Background: an optimization exercise with open tools, aiming at a short achievable clock period and few clock cycles. Do not read the settings as production practice. Only simulation tests tie the RTL to the original design; equivalence was not proved. Power figures rest on the tool's default switching activity, not on a simulated workload.

==> flow/design.v <==
module bird (
		input clk,
		input [15:0] data_in,
		output reg [15:0] data_out,
		output reg [15:0] address,
		output memwt,
		input rst
		);
reg sF;      
reg sIMM;    
reg sLDD;    
reg sSTW;    
reg sPUSH;   
reg sPOPR;   
reg sCALLW;  
reg sOFF;    
reg sRETR;   
reg sFIX;    
reg fix_ret;
reg [15:0] pc;
reg [15:0] rf [0:7];      
reg [15:0] r7p1;          
reg r7s;
reg zf;
reg as_pc;                
reg [15:0] aq;
reg [15:0] dq;
reg wt_q;
reg [7:0] rd_oh;          
reg exv;
reg [7:0] ex_rd_oh;
reg [15:0] opa, opb;      
reg [15:0] opx, opy;      
reg cin;
reg s_arith, s_and, s_or, s_xor, s_mov, s_not;   
localparam CW = 3;
localparam CN = 1 << CW;
reg [CN-1:0] c_v, c_call;
reg [15:0] c_d [0:CN-1];
wire [15:0] r7 = rf[7];
always @* begin
	address = as_pc ? pc : aq;
	data_out = dq;
end
assign memwt = wt_q;
function [15:0] ksadd(input [15:0] x, input [15:0] y, input cin);
	reg [15:0] g, p, gn, pn;
	integer d, j;
	begin
		p = x ^ y;
		g = x & y;
		g[0] = g[0] | (p[0] & cin);
		for (d = 1; d < 16; d = d * 2) begin
			gn = g; pn = p;
			for (j = d; j < 16; j = j + 1) begin
				gn[j] = g[j] | (p[j] & g[j-d]);
				pn[j] = p[j] & p[j-d];
			end
			g = gn; p = pn;
		end
		ksadd = (x ^ y) ^ {g[14:0], cin};
	end
endfunction
wire [15:0] a = opa;
wire [15:0] b = opb;
wire [15:0] sum = ksadd(opx, opy, cin);
wire [15:0] result = ({16{s_arith}} & sum) | ({16{s_and}} & (a & b)) |
	({16{s_or}} & (a | b)) | ({16{s_xor}} & (a ^ b)) | ({16{s_mov}} & b) |
	{15'd0, s_not & (b == 16'd0)};
wire zres = s_arith ? ((opx ^ opy) == {opx[14:0] | opy[14:0], cin}) :
	s_and ? ((a & b) == 16'd0) :
	s_or ? ((a | b) == 16'd0) :
	s_xor ? (a == b) :
	s_mov ? (b == 16'd0) :
	s_not ? (b != 16'd0) : 1'b1;
wire zf_now = exv ? zres : zf;
wire [3:0] op = data_in[15:12];
wire isLDI = op == 4'd1;
wire isLD  = op == 4'd2;
wire isST  = op == 4'd3;
wire isJZ  = op == 4'd4;
wire isJMP = op == 4'd5;
wire isALU = op == 4'd7;
wire isPUSH = op == 4'd8;
wire isPOP = op == 4'd9;
wire isCALL = op == 4'd10;
wire isRET = op == 4'd11;
wire [2:0] d_rd = data_in[2:0];
wire [2:0] d_ra = data_in[5:3];
wire [2:0] d_rs = data_in[8:6];
wire [2:0] d_f = data_in[11:9];
wire [2:0] d_u = data_in[8:6];
wire [15:0] opa_n = (exv & ex_rd_oh[d_rs]) ? result : rf[d_rs];
wire [15:0] opb_n = (exv & ex_rd_oh[d_ra]) ? result : rf[d_ra];
wire [15:0] r7_n = (exv & ex_rd_oh[7]) ? result : r7;
wire [CW-1:0] cidx = r7p1[CW-1:0];
wire chit = c_v[cidx];
wire [15:0] cd = c_d[cidx];
wire ccall = c_call[cidx];
wire r7busy = r7s | (exv & ex_rd_oh[7]);
wire popok = sF & ~r7busy & chit & ~ccall;
wire retok = sF & ~r7busy & chit & ccall;
wire [15:0] pc1 = pc + 16'd1;
wire [15:0] pc2 = pc + 16'd2;
wire [15:0] r7p2 = r7p1 + 16'd1;
wire pop_fast = isPOP & popok;
wire ret_fast = isRET & retok;
wire stk_fast = pop_fast | ret_fast;
wire nIMM = sF & isLDI;
wire nLDD = sF & isLD;
wire nSTW = sF & isST;
wire nPUSH = sF & isPUSH;
wire nCALLW = sF & isCALL;
wire nOFF = sF & ((isJZ & zf_now) | isJMP) | sCALLW;
wire nFIX = sF & (isPOP | isRET) & r7busy;
wire nPOPR = sF & isPOP & ~r7busy & ~(chit & ~ccall) | sFIX & ~fix_ret;
wire nRETR = sF & isRET & ~r7busy & ~(chit & ccall) | sFIX & fix_ret;
wire nF = ~(nIMM | nLDD | nSTW | nPUSH | nCALLW | nOFF | nFIX | nPOPR | nRETR);
integer i;
always @(posedge clk) begin
	if (rst) begin
		{sF, sIMM, sLDD, sSTW, sPUSH, sPOPR, sCALLW, sOFF, sRETR, sFIX} <= 10'b1000000000;
		pc <= 16'd0;
		zf <= 1'b0;
		exv <= 1'b0;
		r7s <= 1'b1;
		as_pc <= 1'b1;
		wt_q <= 1'b0;
		c_v <= {CN{1'b0}};
	end else begin
		{sF, sIMM, sLDD, sSTW, sPUSH, sPOPR, sCALLW, sOFF, sRETR, sFIX} <=
			{nF, nIMM, nLDD, nSTW, nPUSH, nPOPR, nCALLW, nOFF, nRETR, nFIX};
		as_pc <= nF | nIMM | nOFF | nFIX;
		wt_q <= nSTW | nPUSH | nCALLW;
		if (sF)
			pc <= isJZ ? (zf_now ? pc1 : pc2) : ret_fast ? cd : pc1;
		else if (sIMM) pc <= pc1;
		else if (sOFF) pc <= ksadd(pc, data_in, 1'b0);
		else if (sRETR) pc <= data_in;
		exv <= sF & isALU;
		if (exv) zf <= zres;
		if (stk_fast | sPOPR | sRETR) r7p1 <= r7p2;
		else if (sPUSH | sCALLW) r7p1 <= r7;
		else if (sFIX) r7p1 <= r7 + 16'd1;
		if (sPUSH | sCALLW | sFIX) r7s <= 1'b0;
		else if ((exv & ex_rd_oh[7]) | ((sIMM | sLDD | sPOPR) & rd_oh[7]) | (pop_fast & d_rd == 3'd7))
			r7s <= 1'b1;
		if ((exv & ex_rd_oh[7]) | ((sIMM | sLDD | sPOPR) & rd_oh[7]) | (pop_fast & d_rd == 3'd7))
			c_v <= {CN{1'b0}};
		else begin
			if (sPUSH | sCALLW) c_v[r7[CW-1:0]] <= 1'b1;
			if (stk_fast | sPOPR | sRETR) c_v[cidx] <= 1'b0;
			if (sSTW & (aq[15:CW] == r7p1[15:CW] | aq[15:CW] == r7p1[15:CW] + 1'b1))
				c_v[aq[CW-1:0]] <= 1'b0;
		end
	end
	if (sPUSH | sCALLW) begin
		c_call[r7[CW-1:0]] <= sCALLW;
		c_d[r7[CW-1:0]] <= sCALLW ? pc1 : dq;
	end
	if (sF) begin
		fix_ret <= isRET;
		rd_oh <= 8'd1 << d_rd;
	end
	dq <= isCALL ? pc1 : opa_n;
	aq <= sFIX ? r7 + 16'd1 : (isLD | isST) ? opb_n : (isPUSH | isCALL) ? r7_n : r7p1;
	begin
		ex_rd_oh <= 8'd1 << d_rd;
		opa <= opa_n;
		opb <= opb_n;
		opx <= (d_f == 3'd7) ? {16{d_u == 3'd3}} : opa_n;
		opy <= (d_f == 3'd1) ? ~opb_n : opb_n;
		cin <= (d_f == 3'd1) | (d_f == 3'd7 & d_u == 3'd2);
		s_arith <= (d_f == 3'd0) | (d_f == 3'd1) | (d_f == 3'd7 & (d_u == 3'd2 | d_u == 3'd3));
		s_and <= d_f == 3'd2;
		s_or <= d_f == 3'd3;
		s_xor <= d_f == 3'd4;
		s_mov <= d_f == 3'd7 & d_u == 3'd1;
		s_not <= d_f == 3'd7 & d_u == 3'd0;
	end
	for (i = 0; i < 8; i = i + 1) begin
		if (pop_fast & d_rd == i)
			rf[i] <= cd;
		else if (exv & ex_rd_oh[i])
			rf[i] <= result;
		else if ((sIMM | sLDD | sPOPR) & rd_oh[i])
			rf[i] <= data_in;
		else if (i == 7) begin
			if (stk_fast | sPOPR | sRETR) rf[7] <= r7p1;
			else if (sPUSH | sCALLW) rf[7] <= r7 - 16'd1;
		end
	end
end
endmodule
==> flow/config.mk <==
export PLATFORM = sky130hd
export DESIGN_NAME = bird
export DESIGN_NICKNAME = bird
export VERILOG_FILES = /design/flow/design.v
export SDC_FILE = /design/flow/constraint.sdc
export NUM_CORES = 4
export LEC_CHECK = 0
export ABC_CLOCK_PERIOD_IN_PS = 3000
export CAP_MARGIN = 20
export CORE_MARGIN = 2
export CORE_UTILIZATION = 35
export SETUP_SLACK_MARGIN = 5
export SLEW_MARGIN = 20
==> flow/constraint.sdc <==
create_clock -name core_clock -period 7.0 [get_ports {clk}]
set_input_delay 1.4000 -clock core_clock [delete_from_list [all_inputs] [get_ports {clk}]]
set_output_delay 1.4000 -clock core_clock [all_outputs]
set_load 0.01 [all_outputs]
run.sh (not shown) runs the stock make flow with config.mk's settings and CLKGATE_MAP_FILE= SYNTH_SCRIPT=/design/flow/synth_recipe.tcl, a recipe that flattens the netlist after the stock synthesis.
The baseline finished with timing, DRC and antenna clean.
Testbench counts at the start, summed over its fixed seeds: cycles 82,373.
==> next run, changes <==
--- a/flow/design.v
+++ b/flow/design.v
@@ -103,6 +103,12 @@
 wire [15:0] pc1 = pc + 16'd1;
 wire [15:0] pc2 = pc + 16'd2;
 wire [15:0] r7p2 = r7p1 + 16'd1;
+wire [15:0] jks = ksadd({4'd0, pc[11:0]}, {4'd0, data_in[11:0]}, 1'b0);
+wire [12:0] jlo = jks[12:0];
+wire [3:0] pch = pc[15:12];
+wire [3:0] pch_p1 = pch + 4'd1;
+wire [3:0] pch_m1 = pch - 4'd1;
+wire [15:0] jtarget = {data_in[15] ? (jlo[12] ? pch : pch_m1) : (jlo[12] ? pch_p1 : pch), jlo[11:0]};
 wire pop_fast = isPOP & popok;
 wire ret_fast = isRET & retok;
 wire stk_fast = pop_fast | ret_fast;
@@ -135,7 +141,7 @@
 		if (sF)
 			pc <= isJZ ? (zf_now ? pc1 : pc2) : ret_fast ? cd : pc1;
 		else if (sIMM) pc <= pc1;
-		else if (sOFF) pc <= ksadd(pc, data_in, 1'b0);
+		else if (sOFF) pc <= jtarget;
 		else if (sRETR) pc <= data_in;
 		exv <= sF & isALU;
 		if (exv) zf <= zres;
Effect: Power climbs by 0.65%; first-iteration DRC count goes up by 19%; worst hold slack gets worse by 0.0081 ns; routed wire length rises by 5.9%; via count is higher by 3.6%; combinational power climbs by about 6%; synthesized cell count does not change; register-to-register slack is worse by 0.26 ns; maximum frequency went down by 7.5%; area after synthesis drops by 1.1%.
Testbench counts after the change, summed over its fixed seeds: cycles 82,373.

[separate check: timing with driven ports]
In the flow no input, the clock included, has a driving cell. The finished layouts below were timed again as built, in two steps.
Step 1 sets driving cells, clkbuf_16 on the clock port and buf_2 on the other inputs (assumed; they add their load-dependent delay and slew).
Step 2, shift: input delay + t, output delay - t, t = (earliest + latest rising clock arrival at the registers) / 2. This alone moves slack from input paths to output paths.
a / b / c = ideal ports / drivers / drivers and shift; a / b = the first two.
run | t, ns | setup slack, ns | worst setup path at the end | worst slew at a driven data input, ns | pins driven straight from the clock port
the first run | 0.702 | 3.810 / 3.810 / 3.196 | input to register | 0.10 | 1
the second run | 0.717 | 3.550 / 3.550 / 2.987 | input to register | 0.22 | 1
After both steps setup and hold are still met in every run listed. For the first run, which loses most, drivers alone change the setup slack by 0.000 ns; drivers and shift together by -0.614 ns.
